Context: an optimization exercise on an open-source flow, tuned for small area, a short achievable clock period and few clock cycles. The choices shown serve that exercise and are no tape-out recipe. Function was not checked in any run shown here: the RTL went through the layout flow alone. Power is estimated from default activity; no workload was simulated.

File: design.v
module alu #(
    parameter INT_W  = 4,
    parameter FRAC_W = 6,
    parameter INST_W = 4,
    parameter DATA_W = INT_W + FRAC_W
)(
    input                     i_clk,
    input                     i_rst_n,
    input                     i_valid,
    input signed [DATA_W-1:0] i_data_a,
    input signed [DATA_W-1:0] i_data_b,
    input        [INST_W-1:0] i_inst,
    output                    o_valid,
    output       [DATA_W-1:0] o_data
);
wire signed [9:0] a = i_data_a;
wire signed [9:0] b = i_data_b;
wire is_addsub = (i_inst[3:1] == 3'b000);
wire is_mul    = (i_inst[3:1] == 3'b001);
wire is_sub    = (i_inst == 4'd1);
wire is_mac    = (i_inst == 4'd3);
wire is_tanh   = (i_inst == 4'd4);
wire t_r1 = (a <= -10'sd96);
wire t_r2 = !t_r1 && (a <= -10'sd32);
wire t_r5 = (a > 10'sd96);
wire t_r4 = !t_r5 && (a > 10'sd32);
wire t_r3 = !(t_r1 || t_r2 || t_r4 || t_r5);
wire [9:0] tanh_x = t_r1 ? -10'sd64 : t_r2 ? -10'sd16 : t_r4 ? 10'sd16 : t_r5 ? 10'sd64 : 10'sd0;
reg [3:0] clz, ctz;
integer k;
always @(*) begin
    clz = 4'd10;
    for (k = 0; k < 10; k = k + 1) if (a[k]) clz = 9 - k;
    ctz = 4'd10;
    for (k = 9; k >= 0; k = k - 1) if (a[k]) ctz = k;
end
wire [3:0] cpop = a[0] + a[1] + a[2] + a[3] + a[4] + a[5] + a[6] + a[7] + a[8] + a[9];
wire [9:0] rol_1 = b[0] ? {a[8:0], a[9]} : a;
wire [9:0] rol_2 = b[1] ? {rol_1[7:0], rol_1[9:8]} : rol_1;
wire [9:0] rol_4 = b[2] ? {rol_2[5:0], rol_2[9:6]} : rol_2;
wire [9:0] rol   = b[3] ? {rol_4[1:0], rol_4[9:2]} : rol_4;
reg [9:0] x;
always @(*) begin
    case (i_inst)
        4'd0:    x = b;
        4'd1:    x = ~b;
        4'd4:    x = tanh_x;
        4'd5:    x = a | ~b;
        4'd6:    x = {6'd0, clz};
        4'd7:    x = {6'd0, ctz};
        4'd8:    x = {6'd0, cpop};
        4'd9:    x = rol;
        default: x = 10'd0;
    endcase
end
wire [9:0] m = {b[9:7] & {3{is_mul}}, (b[6] & is_mul) | is_addsub | (is_tanh & t_r3),
                (b[5] & is_mul) | (is_tanh & (t_r2 | t_r4)), b[4:0] & {5{is_mul}}};
wire ts1, tc2;
alu_ha u_ts1 (.x(~(a[0] & m[9])), .y((a[1] & m[8])), .s(ts1), .c(tc2));
wire ts3, tc4;
alu_fa u_ts3 (.x(1'b1), .y(~(a[1] & m[9])), .z((a[2] & m[8])), .s(ts3), .c(tc4));
wire ts5, tc6;
alu_ha u_ts5 (.x(1'b1), .y((a[1] & m[4])), .s(ts5), .c(tc6));
wire ts7, tc8;
alu_fa u_ts7 (.x((a[2] & m[4])), .y((a[3] & m[3])), .z((a[4] & m[2])), .s(ts7), .c(tc8));
wire ts9, tc10;
alu_fa u_ts9 (.x((a[0] & m[7])), .y((a[3] & m[4])), .z((a[4] & m[3])), .s(ts9), .c(tc10));
wire ts11, tc12;
alu_ha u_ts11 (.x((a[5] & m[2])), .y((a[6] & m[1])), .s(ts11), .c(tc12));
wire ts13, tc14;
alu_fa u_ts13 (.x((a[0] & m[8])), .y((a[1] & m[7])), .z((a[4] & m[4])), .s(ts13), .c(tc14));
wire ts15, tc16;
alu_fa u_ts15 (.x((a[5] & m[3])), .y((a[6] & m[2])), .z((a[7] & m[1])), .s(ts15), .c(tc16));
wire ts17, tc18;
alu_ha u_ts17 (.x((a[8] & m[0])), .y((a[2] & m[6])), .s(ts17), .c(tc18));
wire ts19, tc20;
alu_fa u_ts19 (.x((a[2] & m[7])), .y((a[5] & m[4])), .z((a[6] & m[3])), .s(ts19), .c(tc20));
wire ts21, tc22;
alu_fa u_ts21 (.x((a[7] & m[2])), .y((a[8] & m[1])), .z(~(a[9] & m[0])), .s(ts21), .c(tc22));
wire ts23, tc24;
alu_fa u_ts23 (.x(ts1), .y((a[3] & m[6])), .z((a[4] & m[5])), .s(ts23), .c(tc24));
wire ts25, tc26;
alu_fa u_ts25 (.x((a[3] & m[7])), .y((a[6] & m[4])), .z((a[7] & m[3])), .s(ts25), .c(tc26));
wire ts27, tc28;
alu_fa u_ts27 (.x((a[8] & m[2])), .y(~(a[9] & m[1])), .z(tc2), .s(ts27), .c(tc28));
wire ts29, tc30;
alu_fa u_ts29 (.x(ts3), .y((a[4] & m[6])), .z((a[5] & m[5])), .s(ts29), .c(tc30));
wire ts31, tc32;
alu_fa u_ts31 (.x(~(a[2] & m[9])), .y((a[3] & m[8])), .z((a[4] & m[7])), .s(ts31), .c(tc32));
wire ts33, tc34;
alu_fa u_ts33 (.x((a[7] & m[4])), .y((a[8] & m[3])), .z(~(a[9] & m[2])), .s(ts33), .c(tc34));
wire ts35, tc36;
alu_fa u_ts35 (.x(tc4), .y((a[5] & m[6])), .z((a[6] & m[5])), .s(ts35), .c(tc36));
wire ts37, tc38;
alu_fa u_ts37 (.x(~(a[3] & m[9])), .y((a[4] & m[8])), .z((a[5] & m[7])), .s(ts37), .c(tc38));
wire ts39, tc40;
alu_fa u_ts39 (.x((a[8] & m[4])), .y(~(a[9] & m[3])), .z((a[6] & m[6])), .s(ts39), .c(tc40));
wire ts41, tc42;
alu_fa u_ts41 (.x(~(a[4] & m[9])), .y((a[5] & m[8])), .z((a[6] & m[7])), .s(ts41), .c(tc42));
wire ts43, tc44;
alu_ha u_ts43 (.x((a[0] & m[4])), .y((a[1] & m[3])), .s(ts43), .c(tc44));
wire ts45, tc46;
alu_fa u_ts45 (.x((a[2] & m[3])), .y((a[3] & m[2])), .z((a[4] & m[1])), .s(ts45), .c(tc46));
wire ts47, tc48;
alu_ha u_ts47 (.x((a[5] & m[0])), .y(ts5), .s(ts47), .c(tc48));
wire ts49, tc50;
alu_fa u_ts49 (.x((a[5] & m[1])), .y((a[6] & m[0])), .z(tc6), .s(ts49), .c(tc50));
wire ts51, tc52;
alu_fa u_ts51 (.x(ts7), .y((a[0] & m[6])), .z((a[1] & m[5])), .s(ts51), .c(tc52));
wire ts53, tc54;
alu_fa u_ts53 (.x((a[7] & m[0])), .y(ts11), .z(tc8), .s(ts53), .c(tc54));
wire ts55, tc56;
alu_fa u_ts55 (.x(ts9), .y((a[1] & m[6])), .z((a[2] & m[5])), .s(ts55), .c(tc56));
wire ts57, tc58;
alu_fa u_ts57 (.x(tc12), .y(tc10), .z(ts13), .s(ts57), .c(tc58));
wire ts59, tc60;
alu_fa u_ts59 (.x(ts15), .y((a[3] & m[5])), .z(ts17), .s(ts59), .c(tc60));
wire ts61, tc62;
alu_fa u_ts61 (.x(tc14), .y(tc16), .z(ts19), .s(ts61), .c(tc62));
wire ts63, tc64;
alu_fa u_ts63 (.x(ts21), .y(tc18), .z(ts23), .s(ts63), .c(tc64));
wire ts65, tc66;
alu_fa u_ts65 (.x(tc20), .y(tc22), .z(ts25), .s(ts65), .c(tc66));
wire ts67, tc68;
alu_fa u_ts67 (.x(ts27), .y(tc24), .z(ts29), .s(ts67), .c(tc68));
wire ts69, tc70;
alu_fa u_ts69 (.x(tc26), .y(ts31), .z(ts33), .s(ts69), .c(tc70));
wire ts71, tc72;
alu_fa u_ts71 (.x(tc28), .y(tc30), .z(ts35), .s(ts71), .c(tc72));
wire ts73, tc74;
alu_fa u_ts73 (.x(tc32), .y(tc34), .z(ts37), .s(ts73), .c(tc74));
wire ts75, tc76;
alu_fa u_ts75 (.x((a[7] & m[5])), .y(tc36), .z(ts39), .s(ts75), .c(tc76));
wire ts77, tc78;
alu_fa u_ts77 (.x(~(a[9] & m[4])), .y(tc38), .z(ts41), .s(ts77), .c(tc78));
wire ts79, tc80;
alu_fa u_ts79 (.x((a[7] & m[6])), .y((a[8] & m[5])), .z(tc40), .s(ts79), .c(tc80));
wire ts81, tc82;
alu_fa u_ts81 (.x(~(a[5] & m[9])), .y((a[6] & m[8])), .z((a[7] & m[7])), .s(ts81), .c(tc82));
wire ts83, tc84;
alu_fa u_ts83 (.x(tc42), .y((a[8] & m[6])), .z(~(a[9] & m[5])), .s(ts83), .c(tc84));
wire ts85, tc86;
alu_fa u_ts85 (.x(~(a[6] & m[9])), .y((a[7] & m[8])), .z((a[8] & m[7])), .s(ts85), .c(tc86));
wire ts87, tc88;
alu_ha u_ts87 (.x((a[0] & m[3])), .y((a[1] & m[2])), .s(ts87), .c(tc88));
wire ts89, tc90;
alu_fa u_ts89 (.x((a[2] & m[2])), .y((a[3] & m[1])), .z((a[4] & m[0])), .s(ts89), .c(tc90));
wire ts91, tc92;
alu_fa u_ts91 (.x(tc44), .y(ts45), .z((a[0] & m[5])), .s(ts91), .c(tc92));
wire ts93, tc94;
alu_fa u_ts93 (.x(tc46), .y(tc48), .z(ts49), .s(ts93), .c(tc94));
wire ts95, tc96;
alu_fa u_ts95 (.x(tc50), .y(ts53), .z(tc52), .s(ts95), .c(tc96));
wire ts97, tc98;
alu_fa u_ts97 (.x(tc54), .y(ts57), .z(tc56), .s(ts97), .c(tc98));
wire ts99, tc100;
alu_fa u_ts99 (.x(tc58), .y(ts61), .z(tc60), .s(ts99), .c(tc100));
wire ts101, tc102;
alu_fa u_ts101 (.x(tc62), .y(ts65), .z(tc64), .s(ts101), .c(tc102));
wire ts103, tc104;
alu_fa u_ts103 (.x(tc66), .y(ts69), .z(tc68), .s(ts103), .c(tc104));
wire ts105, tc106;
alu_fa u_ts105 (.x(tc70), .y(ts73), .z(tc72), .s(ts105), .c(tc106));
wire ts107, tc108;
alu_fa u_ts107 (.x(tc74), .y(ts77), .z(tc76), .s(ts107), .c(tc108));
wire ts109, tc110;
alu_fa u_ts109 (.x(ts81), .y(tc78), .z(ts83), .s(ts109), .c(tc110));
wire ts111, tc112;
alu_fa u_ts111 (.x(tc82), .y(ts85), .z(~(a[9] & m[6])), .s(ts111), .c(tc112));
wire ts113, tc114;
alu_fa u_ts113 (.x(~(a[7] & m[9])), .y((a[8] & m[8])), .z(~(a[9] & m[7])), .s(ts113), .c(tc114));
wire ts115, tc116;
alu_ha u_ts115 (.x((a[0] & m[2])), .y((a[1] & m[1])), .s(ts115), .c(tc116));
wire ts117, tc118;
alu_fa u_ts117 (.x((a[2] & m[1])), .y((a[3] & m[0])), .z(ts87), .s(ts117), .c(tc118));
wire ts119, tc120;
alu_fa u_ts119 (.x(tc88), .y(ts43), .z(ts89), .s(ts119), .c(tc120));
wire ts121, tc122;
alu_fa u_ts121 (.x(tc90), .y(ts47), .z(ts91), .s(ts121), .c(tc122));
wire ts123, tc124;
alu_fa u_ts123 (.x(tc92), .y(ts51), .z(ts93), .s(ts123), .c(tc124));
wire ts125, tc126;
alu_fa u_ts125 (.x(ts55), .y(tc94), .z(ts95), .s(ts125), .c(tc126));
wire ts127, tc128;
alu_fa u_ts127 (.x(ts59), .y(tc96), .z(ts97), .s(ts127), .c(tc128));
wire ts129, tc130;
alu_fa u_ts129 (.x(tc98), .y(ts63), .z(ts99), .s(ts129), .c(tc130));
wire ts131, tc132;
alu_fa u_ts131 (.x(ts67), .y(tc100), .z(ts101), .s(ts131), .c(tc132));
wire ts133, tc134;
alu_fa u_ts133 (.x(ts71), .y(tc102), .z(ts103), .s(ts133), .c(tc134));
wire ts135, tc136;
alu_fa u_ts135 (.x(ts75), .y(tc104), .z(ts105), .s(ts135), .c(tc136));
wire ts137, tc138;
alu_fa u_ts137 (.x(ts79), .y(tc106), .z(ts107), .s(ts137), .c(tc138));
wire ts139, tc140;
alu_fa u_ts139 (.x(tc80), .y(ts109), .z(tc108), .s(ts139), .c(tc140));
wire ts141, tc142;
alu_fa u_ts141 (.x(tc84), .y(ts111), .z(tc110), .s(ts141), .c(tc142));
wire ts143, tc144;
alu_fa u_ts143 (.x(tc86), .y(ts113), .z(tc112), .s(ts143), .c(tc144));
wire ts145, tc146;
alu_fa u_ts145 (.x(~(a[8] & m[9])), .y(~(a[9] & m[8])), .z(tc114), .s(ts145), .c(tc146));
wire [19:0] row0 = {1'b1, (a[9] & m[9]), tc144, tc142, tc140, tc138, tc136, tc134, tc132, tc130, tc128, tc126, tc124, tc122, tc120, tc118, tc116, (a[2] & m[0]), (a[0] & m[1]), (a[0] & m[0])};
wire [19:0] row1 = {1'b0, tc146, ts145, ts143, ts141, ts139, ts137, ts135, ts133, ts131, ts129, ts127, ts125, ts123, ts121, ts119, ts117, ts115, (a[1] & m[0]), 1'b0};
wire [6:0] lo = row0[5:0] + row1[5:0];
reg        o_valid_r;
reg  [9:0] x_r;
reg [13:0] r0_r, r1_r;
reg        c6_r;
always @(posedge i_clk or negedge i_rst_n) begin
    if (!i_rst_n) begin
        o_valid_r <= 1'b0;
        x_r       <= 10'd0;
    end else begin
        o_valid_r <= i_valid;
        if (i_valid && !is_mac) x_r <= x;
        else if (o_valid_r)     x_r <= o_data;
    end
end
always @(posedge i_clk) begin
    r0_r <= row0[19:6];
    r1_r <= row1[19:6];
    c6_r <= lo[6] | is_sub;
end
wire [13:0] xrow = {{4{x_r[9]}}, x_r};
wire [13:0] xs = r0_r ^ r1_r ^ xrow;
wire [13:0] xc = (r0_r & r1_r) | (r0_r & xrow) | (r1_r & xrow);
wire [14:0] sum = {xs, 1'b1} + {xc[12:0], 1'b0, c6_r};
wire [13:0] S = sum[14:1];
wire        ovf = ~(&S[13:9] | ~|S[13:9]);
assign o_valid = o_valid_r;
assign o_data  = ovf ? {S[13], {9{~S[13]}}} : S[9:0];
endmodule
module alu_fa (input x, input y, input z, output s, output c);
assign s = x ^ y ^ z;
assign c = (x & y) | (x & z) | (y & z);
endmodule
module alu_ha (input x, input y, output s, output c);
assign s = x ^ y;
assign c = x & y;
endmodule
File: run.sh
#!/bin/bash
# synth_recipe.tcl (not shown) runs the flow's synth.tcl, then flattens the netlist and writes it again
# the make line also repeats each setting of config.mk as NAME=value (left out here)
make -C /OpenROAD-flow-scripts/flow DESIGN_CONFIG=/design/flow/config.mk WORK_HOME=/design/flow/orfs CLKGATE_MAP_FILE= SYNTH_SCRIPT=/design/flow/synth_recipe.tcl finish
File: constraint.sdc
create_clock -name core_clock -period 9.0 [get_ports {i_clk}]
set_input_delay 1.8000 -clock core_clock [delete_from_list [all_inputs] [get_ports {i_clk}]]
set_output_delay 1.8000 -clock core_clock [all_outputs]
set_load 0.01 [all_outputs]
File: config.mk
export PLATFORM = sky130hd
export DESIGN_NAME = alu
export DESIGN_NICKNAME = alu
export VERILOG_FILES = /design/flow/design.v
export SDC_FILE = /design/flow/constraint.sdc
export NUM_CORES = 4
export LEC_CHECK = 0
export CAP_MARGIN = 20
export CORE_MARGIN = 2
export CORE_UTILIZATION = 40
export SETUP_SLACK_MARGIN = 4
export SLEW_MARGIN = 20
export SYNTH_HIERARCHICAL = 1
export SYNTH_MINIMUM_KEEP_SIZE = 0
==> flow_summary.toml, run 1 <==
[status]
outcome = "no timing/DRC/antenna violations"

[clock_network]
cts_num_sinks = 38
clkTransAtPathRegs_ns = 0.06
cts_buffer_depth = 2
h-tree-depth = 2
clock_latency_ns = 0.28
numCtsBuffers = 5
cts_root_buf = "clkbuf_16"
cts_tree = "yes"

[critical_path]
crit_path_max_fanout = 6
cp-end-kind = "output pin"
r2r_slack_ns = 5.47
crit_type = "reg -> out"
worst_ep_required_time_ns = 7.20
arrival_ns = 3.49
startpoint_type = "register"

[sta]
worst_slack_ns = 3.705
whs_ns = 0.5490
relSlewSlack_pct = 48.18
finalClockSkew_ns = 0.005148
tightestPinTransition_ns = 0.7744
period_needed_ns = 5.295
finalSetupViolations = 0
post-route-period-util_pct = 58.83
final_hold_viol_count = 0
maxSlewViolCount = 0
tns_ns = 0
rsz0062_at_grt = "true"
max_freq_mhz = 188.9

[synth]
synth_compound_area_share_pct = 16.20
post-synth-top-count-cell = "fa_1"
syn_area_um2 = 5699
synth_edf_count = 0
synthTopCellsByArea = "fa_1 30%, dfxtp_1 9.5%, and3_1 7.1%"
yosysWarnings = 7
synth_top_area_share_pct = 29.51
synth_simple_gate_area_share_pct = 19.54
synth.largest_area_cell = "fa_1"
synth_top_family_by_area = "adder cells"
synth_commonest_cells = "84 x fa_1, 65 x and3_1, 57 x nand2_1"
synth_xor_xnor_area_share_pct = 2.327
yosysSeqAreaShare_pct = 14.31
synthDistinctLibCells = 68
synthAdderAreaFrac_pct = 35.87
synthCells = 606
async_flop_share_pct = 28.95
synthMuxAreaShare_pct = 6.564
synth_seq_cells = 38
avgSynthCellArea_um2 = 9.405
synthFlopType = "dfxtp_1"

[drt]
drt_wl_total_um = 18240
drt_iter0_markers = 381
route.detailed.drc = 0
final_antenna_net_count = 0
wl_per_cell_um = 21.45
drt_first_pass_iters = 5
vias_per_cell = 6.036
via_count = 5131

[power]
p_per_area_nw_per_um2 = 373.6
p_leak_nw = 3.302
peakVddDrop_mv = 0.3419

[min_path]
hp-class = "reg -> reg"

[global_routing]
grt_util_all_layers_pct = 24.64
grt_use_met3_pct = 3.367
top_usage_layer = "met2"
grt_antenna_before_repair = 1
grt_pass1_wl_um = 28620
use_met1_pct = 32.55
use_met2_pct = 42.07
grt_pass1_vias = 5324
overflow = 0
grt_max_degree = 36

[die]
dieArea_um2 = 15220
fp.dieH_um = 123.4
pin_count = 38
num_rows = 43
coreArea_um2 = 13880
chipWidth_um = 123.4
start_util_pct = 41.06

[finish]
seq_area_um2 = 817.0
fin_nets = 809
n_antenna_cell = 0
syn2layout_area_growth_pct = 29.79
final_util_pct = 53.29
fillers = 1195
final_area_um2 = 7397
multi_input_area_um2 = 5054
drive_above_1_share_pct = 28.96

[placement]
placed_area_um2 = 6233
pre_cts_ws_ns = 2.520
port_buffers = 37
post-dp-hpwl_um = 12700
finalWeightedCongestion = 0.9100

[flow_run]
maxCapViolCount = 0
==> worst max-delay path: stages, from the launching register on <==
cell	delay (ns)
dfrtp_1	0.40
fa_1	0.59
ha_4	0.23
and3_4	0.16
a2111oi_4	0.41
o21ai_2	0.14
a311o_1	0.36
xnor2_4	0.17
buf_12	0.14
o31ai_4	0.07
buf_4	0.14
buf_12	0.13
a21oi_4	0.15
buf_6	0.12
==> stage by stage <==
step / power (W) / std cells
2_1_floorplan: 0.001264 / 607
3_3_place_gp: 0.001710 / 785
3_5_place_dp: 0.001743 / 785
4_1_cts: 0.002494 / 832
5_1_grt: 0.002941 / 850
6_report: 0.002764 / 850
==> per-module statistics from Yosys, one instance, submodules excluded <==
module / cells / cell area, um2 / copies in the design / flops+latches
alu: 533 / 4298 / 1 / 38
alu_fa: 1 / 20.02 / 65 / 0
alu_ha: 1 / 12.51 / 8 / 0
==> cells in the final DEF (no fill, tap or decap), types with 5 or more instances in the layout <==
master,Yosys,layout
buf_6,2,11
and2_1,7,6
o21ai_2,3,5
a22oi_1,7,7
clkbuf_16,0,5
ha_1,29,19
ha_4,0,5
fa_1,84,76
xnor2_1,5,5
buf_2,2,10
nor2b_1,6,6
nor2_1,30,25
a21oi_4,0,6
clkdlybuf4s50_1,0,11
o21ai_0,20,12
and3_1,65,64
nand3_1,16,15
ha_2,0,5
nand2_1,57,57
mux2_2,7,6
o21ai_1,3,8
a31oi_1,6,6
nor3_1,11,7
dfrtp_1,11,10
buf_12,0,7
o22a_1,5,5
inv_1,27,22
buf_4,0,50
a21oi_1,36,27
fa_2,0,8
mux4_2,10,10
mux2i_1,7,7
dfxtp_1,27,27
nand2b_1,5,5
xor2_1,7,5
==> sequential cells by signal, indices dropped and copies added, names as in the netlist <==
register,flops
c6_r,1
o_valid_r,1
r0_r,13
r1_r,13
x_r,10
==> worst paths after layout <==
path | end | start | cells past startpoint
min reg2reg | x_r[0] | x_r[0] | 2
min in group asynchronous | x_r[5] | i_rst_n | 1
max in group asynchronous | x_r[9] | i_rst_n | 1
min | x_r[0] | x_r[0] | 2
max reg2reg | x_r[8] | x_r[3] | 13
max | o_data[6] | x_r[3] | 13
==> area by class of cell <==
class	instances	share of cell area (%)
inverters	27	1.590
flip-flops and latches	38	11.05
repair buffers	100	13.31
clock buffers	6	1.878
clock inverters	2	0.8119
well taps	180	3.045
multi-input cells	497	68.32
==> cell families after synthesis <==
| logic type | after synthesis |
|---|---|
| buffers and inverters | 73 |
| AND/OR/NAND/NOR | 215 |
| XOR/XNOR | 13 |
| AO/OA/AOI/OAI | 129 |
| other | 1 |
| adder cells (fa/ha/maj) | 113 |
| flip-flops | 38 |
| multiplexers | 24 |
==> where the power goes <==
part / switching (W) / leakage [nW] / internal [W] / total [W]
registers: 0.0000360 / 0.360 / 0.000215 / 0.000251
clock network: 0.0000684 / 0.0971 / 0.000166 / 0.000235
logic: 0.00117 / 2.84 / 0.00111 / 0.00228
total: 0.00128 / 3.30 / 0.00149 / 0.00276
==> what timing repair did <==
action,4_1_cts,5_1_grt
buffers inserted,34,18
gates cloned,5,0
hold buffers,0,0
pin swaps,27,39
gates resized for setup,171,60
endpoints found under the setup margin,36,26
==> routing by layer <==
layer / vias up / routed length, um
met4: 0 / 467
met3: 46 / 1334
met5: - / 0
met2: 221 / 9032
met1: 2579 / 7401
li1: 2285 / -
==> run 2: changes to the inputs <==
--- a/config.mk
+++ b/config.mk
@@ -8,7 +8,7 @@
 export CAP_MARGIN = 20
 export CORE_MARGIN = 2
 export CORE_UTILIZATION = 40
-export SETUP_SLACK_MARGIN = 4
+export SETUP_SLACK_MARGIN = 2.5
 export SLEW_MARGIN = 20
 export SYNTH_HIERARCHICAL = 1
 export SYNTH_MINIMUM_KEEP_SIZE = 0
==> flow_summary.toml, run 2 <==
[global_routing]
grt_pass1_wl_um = 27770
grt_antenna_before_repair = 1
grt_util_all_layers_pct = 24.02
overflow = 0
grt_pass1_vias = 5087
grt_max_degree = 70

[clock_network]
numCtsBuffers = 5
cts_setup_buffers = 0
cts_tree = "yes"
h-tree-depth = 2
cts_root_buf = "clkbuf_16"
cts_buffer_depth = 2
cts-resized-gates = 1
clkTransAtPathRegs_ns = 0.06
cts_num_sinks = 38
clock_latency_ns = 0.29
holdBufCountCts = 0

[critical_path]
critPathSlowestCell = "clkdlybuf4s50_1"
startpoint_type = "input pin"
r2r_start = "x_r[2]"
cp-end-kind = "register"
startpoint = "i_data_a[1]"
cp_cell_sequence = "clkdlybuf4s50_1, inv_1, fa_1, fa_1, fa_1, inv_1, ha_1, fa_1, mux2_2, a21oi_1, nor2_1, a221oi_1, a21oi_1, a21oi_1, o211ai_2"
crit_type = "in -> reg"
crit_path_max_fanout = 15
reg2reg_depth = 10
critical_path.max_stage_delay_ns = 0.87
path_buf_inv = 3
path_delay_family = "adder cells"
worst_ep_required_time_ns = 9.16
crit_top_cell = "fa_1"
path_depth = 15
arrival_ns = 6.54

[flow_run]
maxCapViolCount = 0

[die]
start_util_pct = 41.06
pin_count = 38
chipWidth_um = 123.4
coreArea_um2 = 13880
fp.dieH_um = 123.4
num_rows = 43
dieArea_um2 = 15220

[min_path]
whs_path_depth = 2
hold_start = "x_r[1]"
hp-class = "reg -> reg"

[sta]
maxSlewViolCount = 0
relSlewSlack_pct = 27.05
post-route-period-util_pct = 70.90
tightestPinTransition_ns = 1.091
period_needed_ns = 6.381
max_freq_mhz = 156.7
tns_ns = 0
finalClockSkew_ns = 0.006015
finalSetupViolations = 0
rsz0062_at_grt = "true"
final_hold_viol_count = 0

[synth]
synth_top_family_by_area = "adder cells"
synth_edf_count = 0
synth_seq_cells = 38
synth_xor_xnor_area_share_pct = 2.327
syn_area_um2 = 5699
synthMuxAreaShare_pct = 6.564
async_flop_share_pct = 28.95
synthCells = 606
synth_commonest_cells = "84 x fa_1, 65 x and3_1, 57 x nand2_1"
synth_simple_gate_area_share_pct = 19.54
yosysWarnings = 7
post-synth-top-count-cell = "fa_1"
synthTopCellsByArea = "fa_1 30%, dfxtp_1 9.5%, and3_1 7.1%"
synthDistinctLibCells = 68
synth.largest_area_cell = "fa_1"
synthFlopType = "dfxtp_1"
avgSynthCellArea_um2 = 9.405
synth_compound_area_share_pct = 16.20
synth_top_area_share_pct = 29.51
synthAdderAreaFrac_pct = 35.87
yosysSeqAreaShare_pct = 14.31

[drt]
route.detailed.drc = 0
drt_iter0_markers = 420
via_count = 4804
drt_wl_total_um = 17160
vias_per_cell = 6.050
wl_per_cell_um = 21.62
final_antenna_net_count = 0
drt_first_pass_iters = 7

[finish]
fin_nets = 753
final_cell_mix = "84 x fa_1, 65 x and3_1, 57 x nand2_1"
final_util_pct = 45.62
final_cells = 794
n_antenna_cell = 0
layout_commonest_cell = "fa_1"
fillers = 1303
drive_above_1_share_pct = 8.795
syn2layout_area_growth_pct = 11.11
reg_top3 = "r0_r x13, r1_r x13, x_r x10"

[placement]
port_buffers = 37
dp_cells = 786
post-dp-hpwl_um = 12690
finalWeightedCongestion = 0.9776

[power]
p_leak_nw = 2.890
peakVddDrop_mv = 0.1649
total_power_w = 0.001912
p_per_area_nw_per_um2 = 301.9

[status]
outcome = "no timing/DRC/antenna violations"
-- run 2: where the power goes --
group	total [W]	switching (W)	leakage, nW	internal (W)
Combinational	0.00148	0.000817	2.46	0.000667
Sequential	0.000251	0.0000366	0.361	0.000215
Clock	0.000176	0.0000737	0.0698	0.000103
-- run 2: per-module statistics from Yosys, one instance, submodules excluded --
module | cells | times used | area, um2
alu | 533 | 1 | 4298
alu_fa | 1 | 65 | 20.02
alu_ha | 1 | 8 | 12.51
-- run 2: worst paths after layout --
| check | to | slack [ns] |
|---|---|---|
| worst min register to register | x_r[1] | 0.55 |
| worst max-delay path | x_r[1] | 2.62 |
| min in group asynchronous | o_valid_r | 1.89 |
| worst max register to register | x_r[7] | 5.04 |
| max in group asynchronous | x_r[8] | 6.72 |
| worst min-delay path | x_r[1] | 0.55 |
-- run 2: cell families after synthesis --
family / Yosys count
xor gates and xnor gates: 13
adders and majority gates: 113
DFF: 38
other: 1
AOI/OAI and AO/OA: 129
buffers and inverters: 73
muxes: 24
and+or+nand+nor: 215
-- run 2: area by class of cell --
cell class	instances	area (um2)	area share (%)
clock inverters	3	21.27	0.3359
clock buffers	5	125.1	1.976
well taps	180	225.2	3.557
repair buffers	45	435.4	6.876
multi-input cells	496	4608	72.77
inverters	27	101.3	1.600
flip-flops and latches	38	815.8	12.88
-- run 2: stage by stage --
stage	hold slack (ns)	area [um2]	setup WS (ns)
CTS	0.5567	6324	2.678
global route	0.5893	6332	2.390
global placement	0.5387	6173	2.343
finish	0.5460	6332	2.619
floorplan	0.5089	5703	3.445
detailed placement	0.5430	6173	2.146
-- run 2: worst register-to-register path, stage by stage, from the launching register on --
cell       delay, ns
dfrtp_1         0.40
fa_1            0.49
ha_1            0.40
and3_4          0.23
a2111oi_4       0.50
o21ai_2         0.17
a311o_1         0.41
xnor2_4         0.20
a41oi_2         0.55
o21ai_2         0.17
o31a_1          0.31
-- run 2: layer usage --
metal,wire (um),up-vias,GRT usage [%]
met1,7432,2435,31.80
li1,-,2166,-
met3,1062,29,3.459
met2,8323,174,41.04
met5,0,-,0
met4,344,0,6.605
==> run 3: changes to the inputs <==
==> flow/run.sh (new file) <==
#!/bin/bash
# The standard layout, except that the input and output ports are buffered
# with buf_2 cells (buffer_ports otherwise picks a slow delay buffer).
set -euo pipefail
bash standard.sh "BUFFER_PORTS_ARGS=-buffer_cell sky130_fd_sc_hd__buf_2" finish > standard_flow.log 2>&1
==> standard.sh (new file) <==
#!/bin/bash
# synth_recipe.tcl (not shown) runs the flow's synth.tcl, then flattens the netlist and writes it again
# the make line also repeats each setting of config.mk as NAME=value (left out here)
make -C /OpenROAD-flow-scripts/flow DESIGN_CONFIG=/design/flow/config.mk WORK_HOME=/design/flow/orfs CLKGATE_MAP_FILE= SYNTH_SCRIPT=/design/flow/synth_recipe.tcl "${@:-finish}"
removed: run.sh
==> flow_summary.toml, run 3 <==
[synth]
synth_edf_count = 0
async_flop_share_pct = 28.95
synthCells = 606
avgSynthCellArea_um2 = 9.405
synth.largest_area_cell = "fa_1"
synth_commonest_cells = "84 x fa_1, 65 x and3_1, 57 x nand2_1"
synthDistinctLibCells = 68
post-synth-top-count-cell = "fa_1"
yosysSeqAreaShare_pct = 14.31
syn_area_um2 = 5699
yosysWarnings = 7
synthTopCellsByArea = "fa_1 30%, dfxtp_1 9.5%, and3_1 7.1%"
synthFlopType = "dfxtp_1"
synth_top_area_share_pct = 29.51
synth_seq_cells = 38

[drt]
route.detailed.drc = 0
via_count = 4641
drt_iter0_markers = 487
final_antenna_net_count = 0
vias_per_cell = 5.890
drt_first_pass_iters = 5
drt_wl_total_um = 16410
wl_per_cell_um = 20.82

[critical_path]
path_delay_family = "adder cells"
timing.rr.end = "x_r[7]"
cp_cell_sequence = "buf_2, nor2_1, a41oi_1, a31o_2, nor3b_1, a31o_2, a21oi_1, nor2_1, fa_1, fa_1, fa_1, fa_1"
crit_top_cell = "fa_1"
path_depth = 12
cp-end-kind = "register"
r2r_start = "x_r[2]"
reg2reg_depth = 10
crit_end = "r1_r[5]"
critPathSlowestCell = "a21oi_1"
path_buf_inv = 1
startpoint = "i_data_a[2]"
worst_ep_required_time_ns = 9.16
critical_path.max_stage_delay_ns = 0.63
crit_type = "in -> reg"
crit_path_max_fanout = 20
arrival_ns = 6.01
startpoint_type = "input pin"
r2r_slack_ns = 5.10

[power]
p_leak_nw = 2.850
peakVddDrop_mv = 0.1399
p_per_area_nw_per_um2 = 291.9

[clock_network]
cts_num_sinks = 38
cts_root_buf = "clkbuf_16"
clkTransAtPathRegs_ns = 0.07
numCtsBuffers = 5
clock_latency_ns = 0.29
h-tree-depth = 2
cts_setup_buffers = 0
cts-resized-gates = 0
cts_buffer_depth = 2
cts_tree = "yes"
holdBufCountCts = 0

[finish]
fin_nets = 747
n_antenna_cell = 0
final_area_um2 = 6103
layout_commonest_cell = "fa_1"
syn2layout_area_growth_pct = 7.091
fillers = 1353
drive_above_1_share_pct = 13.49
final_cell_mix = "84 x fa_1, 65 x and3_1, 57 x nand2_1"
reg_top3 = "r0_r x13, r1_r x13, x_r x10"

[flow_run]
maxCapViolCount = 0

[sta]
rsz0062_at_grt = "false"
period_needed_ns = 5.849
tightestPinTransition_ns = 0.8311
tns_ns = 0
final_hold_viol_count = 0
finalSetupViolations = 0
post-route-period-util_pct = 64.98
relSlewSlack_pct = 44.39
maxSlewViolCount = 0
max_freq_mhz = 171.0
finalClockSkew_ns = 0.01311

[die]
fp.dieH_um = 123.4
pin_count = 38
start_util_pct = 41.06
dieArea_um2 = 15220
chipWidth_um = 123.4
num_rows = 43
coreArea_um2 = 13880

[placement]
port_buffers = 37
placed_area_um2 = 5943
post-dp-hpwl_um = 12610
finalWeightedCongestion = 0.9590

[global_routing]
grt_max_degree = 71
grt_pass1_wl_um = 26610
overflow = 0
grt_util_all_layers_pct = 23.07
grt_antenna_before_repair = 0
grt_pass1_vias = 4845

[min_path]
hp-class = "reg -> reg"

[status]
outcome = "no timing/DRC/antenna violations"
[run 3: cell count changes in the layout (fill, tap and decap cells not counted), moves of 2 or more]
cell / previous run / this run
buf_2: 0 / 37
a21oi_1: 34 / 36
dlymetal6s2s_1: 2 / 0
a21oi_2: 3 / 1
buf_4: 8 / 2
clkdlybuf4s50_1: 35 / 0
[run 3: layer usage]
metal  up-vias  share of wire [%]  track usage, %
li1       2147                  -               -
met1      2306                 44           31.74
met2       174                 48           38.56
met3        14                6.3           3.275
met4         0                1.2           5.256
met5         -                  0               0
[run 3: report_power, final]
part           switching (W)  leakage [nW]  internal [W]
combinational       0.000813          2.41      0.000528
sequential         0.0000364         0.361      0.000215
clock              0.0000698        0.0796      0.000120
total               0.000919          2.85      0.000862
[run 3: area by class of cell]
type / count / area [um2] / area share [%]
Multi-Input combinational cell: 496 / 4601 / 75.38
Sequential cell: 38 / 815.8 / 13.37
Tap cell: 180 / 225.2 / 3.690
Timing Repair Buffer: 39 / 200.2 / 3.280
Clock buffer: 7 / 153.9 / 2.522
Inverter: 27 / 101.3 / 1.661
Clock inverter: 1 / 6.256 / 0.1025
[run 3: through the flow]
| stage | util, % | hold slack, ns | worst slack (ns) | power [W] | cells |
|---|---|---|---|---|---|
| 2_1_floorplan | - | 0.5089 | 3.445 | 0.001261 | 607 |
| 3_3_place_gp | 42.82 | 0.5352 | 3.041 | 0.001557 | 780 |
| 3_5_place_dp | 42.82 | 0.5521 | 2.894 | 0.001588 | 780 |
| 4_1_cts | 43.97 | 0.5653 | 3.185 | 0.001781 | 788 |
| 5_1_grt | 43.97 | 0.5864 | 2.878 | 0.001949 | 788 |
| 6_report | 43.97 | 0.5623 | 3.151 | 0.001781 | 788 |
[run 3: cell families (layout without fill, tap and decap cells)]
| kind of cell | count (synthesis) | count (layout) | synth area share, % |
|---|---|---|---|
| flip-flops | 38 | 38 | 14.31 |
| multiplexers | 24 | 24 | 6.564 |
| other | 1 | 2 | 0.06580 |
| AND/OR/NAND/NOR | 215 | 215 | 19.54 |
| XOR/XNOR | 13 | 13 | 2.327 |
| AO/OA/AOI/OAI | 129 | 129 | 16.20 |
| buffers and inverters | 73 | 74 | 5.115 |
| adder cells (fa/ha/maj) | 113 | 113 | 35.87 |
[run 3: how the worst min path moves through the flow]
stage	from	to	slack [ns]	cells after the start
global placement	x_r[2]	x_r[2]	0.54	2
detailed placement	x_r[2]	x_r[2]	0.55	2
finish	x_r[2]	x_r[2]	0.56	2
CTS	x_r[2]	x_r[2]	0.57	2
global route	x_r[2]	x_r[2]	0.59	2
floorplan	x_r[1]	x_r[1]	0.51	2
[run 3: tightest hold or removal path: cells and delay by family (launching register included)]
kind / cells / cell delay (ns)
compound gates: 2 / 0.15
flops: 1 / 0.38
[run 3: modules after synthesis (local to each module, per instance)]
| module | cells | cell area (um2) |
|---|---|---|
| alu | 533 | 4298 |
| alu_ha | 1 | 12.51 |
| alu_fa | 1 | 20.02 |

## re-timing with driven ports
The flow's constraints put no driver on any port. The routed layouts listed below were extracted and timed again, unchanged, in two steps.
Step 1 assumes that a clkbuf_16 drives the clock port and a buf_2 every other input.
Step 2 moves the port delays by t, midway between the first and last clock arrival at a register: inputs arrive t later, outputs are due t later. That takes back most of the time a late clock gives input paths.
Slacks: ideal ports / drivers / drivers and shift; pairs: ideal ports / drivers.
run	t, ns	setup slack, ns	slew at the worst register clock pin (ns)
run 1	0.316	3.705 / 3.670 / 3.577	0.06 / 0.06
run 2	0.317	2.619 / 2.626 / 2.309	0.06 / 0.06
run 3	0.320	3.151 / 3.156 / 2.848	0.07 / 0.07
After both steps setup and hold are still met in every run listed. For run 2, which loses most, drivers alone change the setup slack by +0.007 ns; drivers and shift together by -0.310 ns.
